From an optimization exercise on the open Yosys and OpenROAD flow, aimed at small area; shortcuts taken in it are not production practice.
The RTL was checked by simulation tests, not by an equivalence proof against the original design.
No activity file was given, so power comes from the tool's default toggle rates.

--- config.mk ---
export PLATFORM = sky130hd
export DESIGN_NAME = Lab3CA_toplevel
export DESIGN_NICKNAME = Lab3CA_toplevel
export VERILOG_FILES = /design/flow/design.v
export SDC_FILE = /design/flow/constraint.sdc
export NUM_CORES = 4
export LEC_CHECK = 0
export CAP_MARGIN = 20
export CORE_MARGIN = 2
export CORE_UTILIZATION = 30
export SETUP_SLACK_MARGIN = 0.3
export SLEW_MARGIN = 20
--- constraint.sdc ---
create_clock -name core_clock -period 6.0 [get_ports {clk}]
set_input_delay 1.2000 -clock core_clock [delete_from_list [all_inputs] [get_ports {clk}]]
set_output_delay 1.2000 -clock core_clock [all_outputs]
set_load 0.01 [all_outputs]
--- design.v ---
module Lab3CA_toplevel(Dc, write, rs1, rs2, rd, clk, reset, Da, Db);
input [31:0] Dc;
input write, clk, reset;
input [4:0] rs1, rs2, rd;
output wire [31:0] Da, Db;
wire [31:0] X;
wire [31:0] load;
wire [31:0] reg0,reg1,reg2,reg3,reg4,reg5,reg6,reg7,reg8,reg9,reg10,reg11,reg12,reg13,reg14,reg15,reg16,reg17,reg18,reg19,reg20,reg21,reg22,reg23,reg24,reg25,reg26,reg27,reg28,reg29,reg30, reg31;
Decoder start(rd[4:0], X[31:0]);
assign load[0] = X[0] & write;
assign load[1] = X[1] & write;
assign load[2] = X[2] & write;
assign load[3] = X[3] & write;
assign load[4] = X[4] & write;
assign load[5] = X[5] & write;
assign load[6] = X[6] & write;
assign load[7] = X[7] & write;
assign load[8] = X[8] & write;
assign load[9] = X[9] & write;
assign load[10] = X[10] & write;
assign load[11] = X[11] & write;
assign load[12] = X[12] & write;
assign load[13] = X[13] & write;
assign load[14] = X[14] & write;
assign load[15] = X[15] & write;
assign load[16] = X[16] & write;
assign load[17] = X[17] & write;
assign load[18] = X[18] & write;
assign load[19] = X[19] & write;
assign load[20] = X[20] & write;
assign load[21] = X[21] & write;
assign load[22] = X[22] & write;
assign load[23] = X[23] & write;
assign load[24] = X[24] & write;
assign load[25] = X[25] & write;
assign load[26] = X[26] & write;
assign load[27] = X[27] & write;
assign load[28] = X[28] & write;
assign load[29] = X[29] & write;
assign load[30] = X[30] & write;
assign load[31] = X[31] & write;
Register one(Dc[31:0], load[0], clk, reset, reg0);
Register two(Dc[31:0], load[1], clk, reset, reg1);
Register three(Dc[31:0], load[2], clk, reset, reg2);
Register four(Dc[31:0], load[3], clk, reset, reg3);
Register five(Dc[31:0], load[4], clk, reset, reg4);
Register six(Dc[31:0], load[5], clk, reset, reg5);
Register seven(Dc[31:0], load[6], clk, reset, reg6);
Register eight(Dc[31:0], load[7], clk, reset, reg7);
Register nine(Dc[31:0], load[8], clk, reset, reg8);
Register ten(Dc[31:0], load[9], clk, reset, reg9);
Register eleven(Dc[31:0], load[10], clk, reset, reg10);
Register twelve(Dc[31:0], load[11], clk, reset, reg11);
Register thirteen(Dc[31:0], load[12], clk, reset, reg12);
Register fourteen(Dc[31:0], load[13], clk, reset, reg13);
Register fifteen(Dc[31:0], load[14], clk, reset, reg14);
Register sixteen(Dc[31:0], load[15], clk, reset, reg15);
Register seventeen(Dc[31:0], load[16], clk, reset, reg16);
Register eighteen(Dc[31:0], load[17], clk, reset, reg17);
Register nineteen(Dc[31:0], load[18], clk, reset, reg18);
Register twenty(Dc[31:0], load[19], clk, reset, reg19);
Register twentyone(Dc[31:0], load[20], clk, reset, reg20);
Register twentytwo(Dc[31:0], load[21], clk, reset, reg21);
Register twentythree(Dc[31:0], load[22], clk, reset, reg22);
Register twentyfour(Dc[31:0], load[23], clk, reset, reg23);
Register twentyfive(Dc[31:0], load[24], clk, reset, reg24);
Register twentysix(Dc[31:0], load[25], clk, reset, reg25);
Register twentyseven(Dc[31:0], load[26], clk, reset, reg26);
Register twentyeight(Dc[31:0], load[27], clk, reset, reg27);
Register twentynine(Dc[31:0], load[28], clk, reset, reg28);
Register thirty(Dc[31:0], load[29], clk, reset, reg29);
Register thirtyone(Dc[31:0], load[30], clk, reset, reg30);
Register thirtytwo(Dc[31:0], load[31], clk, reset, reg31);
Mux_A A(reg0,reg1,reg2,reg3,reg4,reg5,reg6,reg7,reg8,reg9,
reg10,reg11,reg12,reg13,reg14,reg15,reg16,reg17,reg18,reg19,
reg20,reg21,reg22,reg23,reg24,reg25,reg26,reg27,reg28,reg29,
reg30,reg31,rs1[4:0], Da[31:0]);
Mux_A B(reg0,reg1,reg2,reg3,reg4,reg5,reg6,reg7,reg8,reg9,
reg10,reg11,reg12,reg13,reg14,reg15,reg16,reg17,reg18,reg19,
reg20,reg21,reg22,reg23,reg24,reg25,reg26,reg27,reg28,reg29,
reg30,reg31,rs2[4:0], Db[31:0]);
endmodule
module Register(Din, load, clk, reset, Dout);
input [31:0] Din;
input load, clk, reset;
output reg [31:0] Dout;
always @(posedge clk)
begin
	if (reset == 1)
		Dout[31:0] = 32'b00000000000000000000000000000000;
	else if (reset == 0 & load == 1)
		Dout[31:0] = Din[31:0];
	else
		Dout[31:0] = Dout[31:0];
end
endmodule
module Decoder(select, dout);
input [4:0] select;
output [31:0] dout;
assign dout[0] = ~select[4] & ~select[3] & ~select[2] & ~select[1] & ~select[0];
assign dout[1] = ~select[4] & ~select[3] & ~select[2] & ~select[1] & select[0];
assign dout[2] = ~select[4] & ~select[3] & ~select[2] & select[1] & ~select[0];
assign dout[3] = ~select[4] & ~select[3] & ~select[2] & select[1] & select[0];
assign dout[4] = ~select[4] & ~select[3] & select[2] & ~select[1] & ~select[0];
assign dout[5] = ~select[4] & ~select[3] & select[2] & ~select[1] & select[0];
assign dout[6] = ~select[4] & ~select[3] & select[2] & select[1] & ~select[0];
assign dout[7] = ~select[4] & ~select[3] & select[2] & select[1] & select[0];
assign dout[8] = ~select[4] & select[3] & ~select[2] & ~select[1] & ~select[0];
assign dout[9] = ~select[4] & select[3] & ~select[2] & ~select[1] & select[0];
assign dout[10] = ~select[4] & select[3] & ~select[2] & select[1] & ~select[0];
assign dout[11] = ~select[4] & select[3] & ~select[2] & select[1] & select[0];
assign dout[12] = ~select[4] & select[3] & select[2] & ~select[1] & ~select[0];
assign dout[13] = ~select[4] & select[3] & select[2] & ~select[1] & select[0];
assign dout[14] = ~select[4] & select[3] & select[2] & select[1] & ~select[0];
assign dout[15] = ~select[4] & select[3] & select[2] & select[1] & select[0];
assign dout[16] = select[4] & ~select[3] & ~select[2] & ~select[1] & ~select[0];
assign dout[17] = select[4] & ~select[3] & ~select[2] & ~select[1] & select[0];
assign dout[18] = select[4] & ~select[3] & ~select[2] & select[1] & ~select[0];
assign dout[19] = select[4] & ~select[3] & ~select[2] & select[1] & select[0];
assign dout[20] = select[4] & ~select[3] & select[2] & ~select[1] & ~select[0];
assign dout[21] = select[4] & ~select[3] & select[2] & ~select[1] & select[0];
assign dout[22] = select[4] & ~select[3] & select[2] & select[1] & ~select[0];
assign dout[23] = select[4] & ~select[3] & select[2] & select[1] & select[0];
assign dout[24] = select[4] & select[3] & ~select[2] & ~select[1] & ~select[0];
assign dout[25] = select[4] & select[3] & ~select[2] & ~select[1] & select[0];
assign dout[26] = select[4] & select[3] & ~select[2] & select[1] & ~select[0];
assign dout[27] = select[4] & select[3] & ~select[2] & select[1] & select[0];
assign dout[28] = select[4] & select[3] & select[2] & ~select[1] & ~select[0];
assign dout[29] = select[4] & select[3] & select[2] & ~select[1] & select[0];
assign dout[30] = select[4] & select[3] & select[2] & select[1] & ~select[0];
assign dout[31] = select[4] & select[3] & select[2] & select[1] & select[0];
endmodule 
module Mux_A(reg0,reg1,reg2,reg3,reg4,reg5,reg6,reg7,reg8,reg9,reg10,reg11,reg12,
reg13,reg14,reg15,reg16,reg17,reg18,reg19,reg20,reg21,reg22,reg23,reg24,reg25,reg26,
reg27,reg28,reg29,reg30,reg31,s, Mux_out_A);
input [31:0] reg0,reg1,reg2,reg3,reg4,reg5,reg6,reg7,reg8,reg9,reg10,reg11,reg12,
reg13,reg14,reg15,reg16,reg17,reg18,reg19,reg20,reg21,reg22,reg23,reg24,reg25,reg26,
reg27,reg28,reg29,reg30,reg31;
input [4:0] s;
output reg [31:0] Mux_out_A;
always @(*) begin
	case(s) 
	5'b00000: Mux_out_A = reg0;
	5'b00001: Mux_out_A = reg1;
	5'b00010: Mux_out_A = reg2;
	5'b00011: Mux_out_A = reg3;
	5'b00100: Mux_out_A = reg4;
	5'b00101: Mux_out_A = reg5;
	5'b00110: Mux_out_A = reg6;
	5'b00111: Mux_out_A = reg7;
	5'b01000: Mux_out_A = reg8; 
	5'b01001: Mux_out_A = reg9;
	5'b01010: Mux_out_A = reg10;
	5'b01011: Mux_out_A = reg11;
	5'b01100: Mux_out_A = reg12;
	5'b01101: Mux_out_A = reg13;
	5'b01110: Mux_out_A = reg14;
	5'b01111: Mux_out_A = reg15;
	5'b10000: Mux_out_A = reg16;
	5'b10001: Mux_out_A = reg17;
	5'b10010: Mux_out_A = reg18;
	5'b10011: Mux_out_A = reg19;
	5'b10100: Mux_out_A = reg20;
	5'b10101: Mux_out_A = reg21;
	5'b10110: Mux_out_A = reg22;
	5'b10111: Mux_out_A = reg23;
	5'b11000: Mux_out_A = reg24;
	5'b11001: Mux_out_A = reg25;
	5'b11010: Mux_out_A = reg26;
	5'b11011: Mux_out_A = reg27;
	5'b11100: Mux_out_A = reg28;
	5'b11101: Mux_out_A = reg29;
	5'b11110: Mux_out_A = reg30;
	5'b11111: Mux_out_A = reg31;
	endcase
	end
	endmodule
--- run.sh ---
#!/bin/bash
# synth_recipe.tcl (not shown) runs the flow's synth.tcl, then flattens the netlist and writes it again
# the make line also repeats each setting of config.mk as NAME=value (left out here)
make -C /OpenROAD-flow-scripts/flow DESIGN_CONFIG=/design/flow/config.mk WORK_HOME=/design/flow/orfs CLKGATE_MAP_FILE= SYNTH_SCRIPT=/design/flow/synth_recipe.tcl finish
==> key figures, run 1 <==
Synthesis
  – Post-Synthesis Net Count: 6693
  – Ys async rst share: 0%
  – Synth unique cells: 68
  – Most used DFF post-synth: dfxtp_1
  – Yosys warning count: 2
  – Post-synth EDFFs: 0
  – Sequential cell area fraction in the yosys report: 42.21%
  – Avg Cell Area, Syn: 7.311 µm²
  – Yosys reg bits: 1024
  – Mapped cell area: 48570 µm²
  – Synth Instances: 6643

Routing
  – Metal2 WL: 144300 µm
  – Routed vias/inst: 6.789
  – DRT met1 WL: 135300 µm
  – Drt first pass iters: 10
  – Post-route ant nets: 0
  – DRT Wirelength: 374500 µm
  – Post-DR wirelength/cell: 41.59 µm
  – Initial drt markers: 13.20k
  – Top Metal Used: met5
  – DR vias: 61.13k
  – DRC: 0
  – Met3 WL: 61350 µm

Clocking
  – Cts bufs inserted: 116
  – Clk buf depth: 3
  – CTS tree: built
  – Hold-fix buffers, CTS: 0
  – Clock-pin slew of the registers on the worst-case setup and hold paths: 0.07 ns
  – Clk sinks: 1024
  – Clock root buffer: clkbuf_16
  – Worst skew pair latency: 0.81 ns
  – # H-tree levels: 3

Global route
  – Initial antenna violation count: 43
  – Global route overflow: 0
  – Vias in the first global route: 54.19k
  – Largest net degree at the start of global routing: 164
  – GR Util All Layers: 43.51%
  – First-pass GRT wire length: 488400 µm

Setup path
  – WP data arrival: 4.66 ns
  – Worst endpoint required time: 4.80 ns
  – Nature of the critical path endpoint: output port
  – Critical path peak fanout: 11
  – Critical path launch point type: input port
  – Setup CP Type: input port to output port

Power and ir drop
  – Internal Pwr Total: 0.01168 W
  – Power share of the combinational group: 7.2%
  – Seq pwr share: 43.0%
  – Worst VDD drop: 0.2290 mV
  – Power share of the clock group: 49.8%
  – Leak: 19.32 nW
  – Pwr per Cell Area: 267.7 nW/µm²
  – Switch share: 26.74%
  – NetSw: 0.004261 W

Placed design
  – Buffers added on ports: 113
  – Routability cong.: 1.080
  – Dpl hpwl: 241100 µm
  – Placed inst area: 54990 µm²

Final layout
  – Nets: 6770
  – Fin util: 37.04%
  – Area grow syn2layout: 22.58%
  – Final instance area: 59540 µm²
  – Share of layout cells above drive strength 1: 12.92%

Timing
  – Setup violators final: 0
  – Relative slew slack: 13.05%
  – Min Tclk post-route: 5.860 ns
  – RSZ-0062 raised after global routing: yes
  – Count of pins over their slew limit: 0
  – Period utilization: 97.67%
  – Clk_skew: 0 ns
  – Slew at the pin with the worst max-slew slack: 1.301 ns
  – Final hold vios: 0
  – TNS Setup: 0 ns
  – Max Clock Freq: 170.6 MHz

Die
  – Die Span X: 406.4 µm
  – IO Pins: 114
  – Die height: 406.4 µm
  – Die area: 165100 µm²
  – Placement Rows: 147
  – Initial Util: 30.21%
  – CORE AREA: 160800 µm²

Flow run
  – Max capacitance violation total: 0

Min path
  – Hold Path Class: register to register

Outcome
  – Status: no timing/DRC/antenna violations
## cell families after synthesis
family	after synthesis	share of synthesized area, %
simple gates	2804	23.64
mux	53	1.146
compound gates	2118	27.48
flops	1024	42.21
buf+inv	644	5.523
## cell type report
cell class / instances / area, µm²
fillers: 16798 / 101200
clock inverters: 57 / 757.0
inverters: 7 / 26.28
clock buffers: 160 / 3371
repair buffers: 596 / 5936
multi-input cells: 4975 / 26180
well taps: 2160 / 2703
diodes: 25 / 62.56
flip-flops and latches: 1024 / 20500
## per-layer routing
layer / vias to the layer above / global-route usage [%]
li1: 23531 / -
met1: 29269 / 55.10
met3: 1917 / 17.70
met2: 6384 / 59.05
met5: - / 0.3271
met4: 28 / 30.93
## power by group through the flow
stage | clock network, W | registers, W | logic, W
after floorplan | 0 | 0.00699 | 0.000424
final | 0.00794 | 0.00686 | 0.00114
after global placement | 0 | 0.00701 | 0.00104
after CTS | 0.00787 | 0.00686 | 0.00104
after detailed placement | 0 | 0.00701 | 0.00104
after global routing | 0.00813 | 0.00686 | 0.00110
## critical path: stages
cell and delay (ns):
buf_2 0.26, or2_2 0.62, nor2_1 1.03, a22oi_1 0.37, nand4_1 0.21, nor2_1 0.05, a31oi_1 0.27, clkdlybuf4s50_1 0.61
## Yosys cell counts (all sizes together) (23+ instances only)
library cell	instances	share of area, %
nor3	47	0.50
nor4	25	0.32
o21ai	38	0.39
buf	174	1.9
a21oi	1097	11
mux2i	32	0.66
a22o	70	1.3
nand3	46	0.48
a31oi	24	0.31
a221oi	56	1.0
dfxtp	1024	42
nor2	197	1.7
nand4	101	1.3
nand2	2261	17
and3	23	0.31
a22oi	714	11
clkbuf	463	3.6
## placed cells by master, fill, tap and decap left out, types with 91 or more instances in the layout
cell             netlist  final
clkdlybuf4s50_1        0     91
a21oi_1             1097   1095
clkbuf_16              0    119
dfxtp_1             1024   1024
nand4_1              101    101
a22oi_1              714    713
buf_12                 0     98
nand2_1             2260   2228
nor2_1               179    105
buf_4                 14    380
## repair_timing
item                                    in CTS  in global routing
endpoints found under the setup margin      10                 17
resized for setup                            5                 10
hold endpoints to repair                     0                  0
buffers inserted                             0                 27
pin swaps                                    1                  6
gates cloned                                 0                  1
## path summary, 6_finish.rpt
kind / startpoint / endpoint / slack (ns) / cells past startpoint
hold reg to reg: two.Dout[26] / two.Dout[26] / 0.47 / 2
setup / recovery: rs1[4] / Da[25] / 0.14 / 8
setup reg to reg: twentyfive.Dout[3] / twentyfive.Dout[3] / 5.06 / 2
hold / removal: two.Dout[26] / two.Dout[26] / 0.47 / 2
## through the flow
step	cells	hold WS [ns]	worst slack (ns)	total power, W
floorplan	6643	0.4417	1.927	0.007417
global placement	8731	0.4556	0.009557	0.008050
detailed placement	8734	0.4618	0.02521	0.008051
CTS	8951	0.4706	0.1874	0.01578
global route	8983	0.4864	0.1246	0.01609
finish	9004	0.4699	0.1395	0.01594
==> run 2, diff against run 1 <==
==> design.v (replaced) <==
module Lab3CA_toplevel(Dc, write, rs1, rs2, rd, clk, reset, Da, Db);
input [31:0] Dc;
input write, clk, reset;
input [4:0] rs1, rs2, rd;
output wire [31:0] Da, Db;
wire [31:0] ld, hd, sa, sb;
wire [31:0] Dz;
wire [1023:0] q;
WrDecode wdec(.rd(rd), .write(write), .reset(reset), .ld(ld), .hd(hd));
DataGate dgate(.Dc(Dc), .reset(reset), .Dz(Dz));
RdDecode adec(.rs(rs1), .sel(sa));
RdDecode bdec(.rs(rs2), .sel(sb));
genvar i, j;
generate
for (i = 0; i < 32; i = i + 1) begin : g
	reg [31:0] r;
	wire [31:0] nx;
	for (j = 0; j < 32; j = j + 1) begin : b
		AndOr22 u(.a1(ld[i]), .a2(Dz[j]), .b1(hd[i]), .b2(r[j]), .y(nx[j]));
	end
	always @(posedge clk)
		r <= nx;
	assign q[32*i +: 32] = r;
end
for (j = 0; j < 32; j = j + 1) begin : m
	wire [31:0] ca, cb;
	for (i = 0; i < 32; i = i + 1) begin : c
		assign ca[i] = q[32*i + j];
	end
	ReadBit ra(.sel(sa), .d(ca), .y(Da[j]));
	ReadBit rb(.sel(sb), .d(ca), .y(Db[j]));
end
endgenerate
endmodule
module WrDecode(rd, write, reset, ld, hd);
input [4:0] rd;
input write, reset;
output [31:0] ld, hd;
genvar i;
generate
for (i = 0; i < 32; i = i + 1) begin : g
	assign ld[i] = write & (rd == i);
	assign hd[i] = ~(ld[i] | reset);
end
endgenerate
endmodule
module DataGate(Dc, reset, Dz);
input [31:0] Dc;
input reset;
output [31:0] Dz;
assign Dz = Dc & {32{~reset}};
endmodule
module RdDecode(rs, sel);
input [4:0] rs;
output [31:0] sel;
genvar i;
generate
for (i = 0; i < 32; i = i + 1) begin : g
	assign sel[i] = (rs == i);
end
endgenerate
endmodule
module AndOr22(a1, a2, b1, b2, y);
input a1, a2, b1, b2;
output y;
assign y = (a1 & a2) | (b1 & b2);
endmodule
module Aoi222(a1, a2, b1, b2, c1, c2, y);
input a1, a2, b1, b2, c1, c2;
output y;
assign y = ~((a1 & a2) | (b1 & b2) | (c1 & c2));
endmodule
module Aoi22(a1, a2, b1, b2, y);
input a1, a2, b1, b2;
output y;
assign y = ~((a1 & a2) | (b1 & b2));
endmodule
module ReadBit(sel, d, y);
input [31:0] sel, d;
output y;
wire [10:0] n;
genvar k;
generate
for (k = 0; k < 10; k = k + 1) begin : t
	Aoi222 u(.a1(sel[3*k]), .a2(d[3*k]), .b1(sel[3*k+1]), .b2(d[3*k+1]),
	         .c1(sel[3*k+2]), .c2(d[3*k+2]), .y(n[k]));
end
endgenerate
Aoi22 u10(.a1(sel[30]), .a2(d[30]), .b1(sel[31]), .b2(d[31]), .y(n[10]));
assign y = ~(&n[3:0]) | ~(&n[7:4]) | ~(&n[10:8]);
endmodule
--- a/config.mk
+++ b/config.mk
@@ -9,4 +9,5 @@
 export CORE_MARGIN = 2
-export CORE_UTILIZATION = 30
-export SETUP_SLACK_MARGIN = 0.3
+export CORE_UTILIZATION = 40
+export SETUP_SLACK_MARGIN = 0.1
 export SLEW_MARGIN = 20
+export SYNTH_HIERARCHICAL = 1
==> key figures, run 2 <==
Outcome
  – Status: finished with violations
  – Layout check failures: negative setup slack

Placed design
  – Routability cong.: 0.9217 (-15%)
  – Buffers added on ports: 113 (unchanged)
  – Cell Count Post-Placement: 4800 (-45%)
  – Dpl hpwl: 113300 µm (-53%)

Synthesis
  – Yosys warning count: 7 (+5)
  – Synth top area cells: dfxtp_1 52%, a22o_1 23%, a222oi_1 16%, nand4_1 2.0%, a22oi_2 2.0%
  – Mapped cell area: 39410 µm² (-19%)
  – Synth unique cells: 27 (-60%)
  – Ys async rst share: 0% (unchanged)
  – Sequential cell area fraction in the yosys report: 52.02% (+9.8 points)
  – Synth top cells by count: 1024 x a22o_1, 1024 x dfxtp_1, 640 x a222oi_1
  – Synth top area share: 52.02% (+9.8 points)
  – Post-Synthesis Net Count: 3288 (-51%)
  – Yosys reg bits: 1024 (unchanged)
  – Synth Instances: 3238 (-51%)
  – Most used DFF post-synth: dfxtp_1
  – Avg Cell Area, Syn: 12.17 µm² (+66%)
  – Synth area leader: dfxtp_1
  – Post-synth EDFFs: 0 (unchanged)

Routing
  – Post-route ant nets: 0 (unchanged)
  – Top Metal Used: met5
  – Initial drt markers: 10.18k (-23%)
  – DR vias: 40.74k (-33%)
  – Routed vias/inst: 8.083 (+19%)
  – Metal2 WL: 80270 µm (-44%)
  – Drt first pass iters: 14 (+4)
  – DRT met1 WL: 73610 µm (-46%)
  – Met3 WL: 33310 µm (-46%)
  – DRC: 0 (unchanged)
  – Post-DR wirelength/cell: 40.50 µm (-2.6%)
  – DRT Wirelength: 204100 µm (-45%)

Die
  – Die height: 317.9 µm (-22%)
  – Initial Util: 40.22% (+10 points)
  – Placement Rows: 115 (-22%)
  – IO Pins: 114 (unchanged)
  – Die Span X: 317.9 µm (-22%)
  – Die area: 101000 µm² (-39%)
  – CORE AREA: 97990 µm² (-39%)

Timing
  – Slew at the pin with the worst max-slew slack: 1.322 ns (+0.02075 ns)
  – Count of pins over their slew limit: 0 (unchanged)
  – Max Clock Freq: 162.9 MHz (-4.5%)
  – Min Tclk post-route: 6.139 ns (+0.2787 ns)
  – Setup violators final: 10 (+10)
  – RSZ-0062 raised after global routing: yes
  – TNS Setup: -0.3619 ns (-0.3619 ns)
  – Final hold vios: 0 (unchanged)
  – Relative slew slack: 11.78% (-1.3 points)
  – Clk_skew: 0 ns (unchanged)
  – Period utilization: 102.3% (+4.6 points)
  – Setup ws final: -0.1392 ns (-0.2787 ns)

Final layout
  – Max reg flops: 1024
  – Area grow syn2layout: 23.99%
  – Non-Filler Instances: 5040 (-44%)
  – Most flop-heavy register: g.r
  – Commonest cells after routing, fill and taps aside: 1024 x a22o_1, 1024 x dfxtp_1, 640 x a222oi_1
  – # fillers: 8617 (-49%)
  – Share of layout cells above drive strength 1: 17.05% (+4.1 points)
  – Nets: 3705 (-45%)
  – Largest registers: g.r x1024

Power and ir drop
  – Internal Pwr Total: 0.01096 W (-6.2%)
  – NetSw: 0.003638 W (-15%)
  – Switch share: 24.93% (-1.8 points)
  – Worst VDD drop: 0.2246 mV (-1.9%)
  – Power share of the clock group: 46.6% (-3.2 points)
  – Seq pwr share: 47.2% (+4.2 points)
  – Leak: 17.25 nW (-11%)
  – Pwr per Cell Area: 298.7 nW/µm² (+12%)
  – Power share of the combinational group: 6.1% (-1.1 points)

Clocking
  – Cts bufs inserted: 106 (-8.6%)
  – # H-tree levels: 3 (unchanged)
  – Clock root buffer: clkbuf_16
  – Clk buf depth: 3 (unchanged)
  – Clk sinks: 1024 (unchanged)
  – Worst skew pair latency: 0.67 ns (-0.14 ns)
  – Clock-pin slew of the registers on the worst-case setup and hold paths: 0.06 ns (about the same)
  – CTS tree: built

Setup path
  – Setup CP Type: input port to output port
  – Worst endpoint required time: 4.80 ns (about the same)
  – Nature of the critical path endpoint: output port
  – CP most frequent cell: clkdlybuf4s50_1
  – Critical path launch point type: input port
  – Critical path peak fanout: 27 (+16)
  – CP max stage delay: 0.94 ns (-0.09 ns)
  – WP data arrival: 4.94 ns (+0.28 ns)
  – Worst path cell trace: clkdlybuf4s50_1 > or3b_4 > nor2_4 > buf_4 > a222oi_1 > nand4_1 > or3_1 > clkdlybuf4s50_1
  – CP max-delay cell: nor2_4

Min path
  – Hold Path Class: register to register

Global route
  – First-pass GRT wire length: 276700 µm (-43%)
  – Initial antenna violation count: 13 (-70%)
  – GR Util All Layers: 37.21% (-6.3 points)
  – Largest net degree at the start of global routing: 36 (-78%)
  – Global route overflow: 0 (unchanged)
  – Vias in the first global route: 37.48k (-31%)

Flow run
  – Max capacitance violation total: 0 (unchanged)
==> run 2: cell count changes after synthesis, sizes merged, moves of 28 or more <==
cell,delta
a21oi,-1065
nand4,+28
nor2,-100
o21ai,-38
nand2,-2258
or3,+60
a222oi,+619
a22o,+954
mux2i,-32
buf,-170
a221oi,-56
a22oi,-650
nor3,-47
clkbuf,-445
==> run 2: path summary, 6_finish.rpt <==
path	from	to	slack [ns]	depth (start not counted)
worst max-delay path	rs1[3]	Da[1]	-0.14	8
worst min-delay path	g[16].r[28]	g[16].r[28]	0.50	1
worst max register to register	g[30].r[1]	g[30].r[1]	5.34	1
worst min register to register	g[16].r[28]	g[16].r[28]	0.50	1
==> run 2: cell type report <==
class / count / area, µm² / area share [%]
Clock buffer: 147 / 3079 / 6.302
Tap cell: 1287 / 1610 / 3.296
Clock inverter: 48 / 476.7 / 0.9756
Multi-Input combinational cell: 2209 / 20140 / 41.21
Timing Repair Buffer: 314 / 3033 / 6.207
Sequential cell: 1024 / 20500 / 41.95
Antenna cell: 11 / 27.53 / 0.05634
==> run 2: cell families (layout without fill, tap and decap cells) <==
family	count (synthesis)	count (layout)	synth area share (%)
AOI/OAI and AO/OA	1760	1760	41.45
DFF	1024	1024	52.02
and+or+nand+nor	432	449	6.280
buffers and inverters	22	509	0.2476
other	0	11	0
==> run 2: per-layer routing <==
metal,GRT usage (%),up-vias
li1,-,15961
met1,48.26,19793
met2,51.26,4024
met3,13.14,958
met4,25.78,4
met5,0.2837,-
==> run 2: what timing repair did <==
item / 4_1_cts / 5_1_grt
cloned: 6 / 11
pin swaps: 8 / 11
setup endpoints to repair: 25 / 44
resized for setup: 2 / 8
setup buffers: 0 / 9
hold buffers: 0 / 0
endpoints found under the hold margin: 0 / 0
==> run 2: power groups by stage <==
stage | registers, W | clock network [W] | logic (W)
2_1_floorplan | 0.00703 | 0 | 0.000309
3_3_place_gp | 0.00704 | 0 | 0.000803
3_5_place_dp | 0.00704 | 0 | 0.000807
4_1_cts | 0.00689 | 0.00679 | 0.000815
5_1_grt | 0.00689 | 0.00708 | 0.000878
6_report | 0.00689 | 0.00681 | 0.000897
==> run 2: worst max-delay path, delay by kind of cell <==
family / cells / cell delay, ns
buffers and inverters: 3 / 1.57
AO/OA/AOI/OAI: 1 / 0.10
AND/OR/NAND/NOR: 4 / 2.04
==> run 2: metrics by stage <==
| step | total power [W] | cell area (µm²) | utilization, % | worst slack [ns] | hold WS (ns) |
|---|---|---|---|---|---|
| floorplan | 0.007337 | 39410 | - | 1.031 | 0.4599 |
| global placement | 0.007841 | 44750 | 45.67 | 0.005950 | 0.4727 |
| detailed placement | 0.007846 | 44850 | 45.77 | -0.04576 | 0.4769 |
| CTS | 0.01450 | 48450 | 49.45 | 0.04019 | 0.4966 |
| global route | 0.01485 | 48850 | 49.85 | 0.02610 | 0.5060 |
| finish | 0.01459 | 48860 | 49.87 | -0.1392 | 0.4972 |
==> run 2: modules after synthesis (local to each module, per instance) <==
module / cells / times used
Lab3CA_toplevel: 1024 / 1
WrDecode: 101 / 1
DataGate: 35 / 1
RdDecode: 47 / 2
ReadBit: 4 / 64
Aoi22: 1 / 64
Aoi222: 1 / 640
AndOr22: 1 / 1024

-- separate check: timing with driven ports --
How much do the figures lean on ideal ports? The routed layouts below were timed once more, with nothing changed but the port constraints.
Step 1: set_driving_cell puts a clkbuf_16 on clk and a buf_2 on each other input, an assumption about the parent block.
Step 2, shift: input delay + t, output delay - t, t = (earliest + latest rising clock arrival at the registers) / 2. This alone moves slack from input paths to output paths.
a / b / c = ideal ports / drivers / drivers and shift; a / b = the first two.
run	shift t [ns]	slack for setup (ns)	worst data-port slew with drivers (ns)	pins driven straight from the clock port
run 1	0.869	0.140 / 0.120 / 0.120	0.15	1
run 2	0.746	-0.139 / -0.177 / -0.177	0.18	1
The setup slack of run 2, which loses most, moves by -0.038 ns with the drivers and by -0.038 ns with both steps.
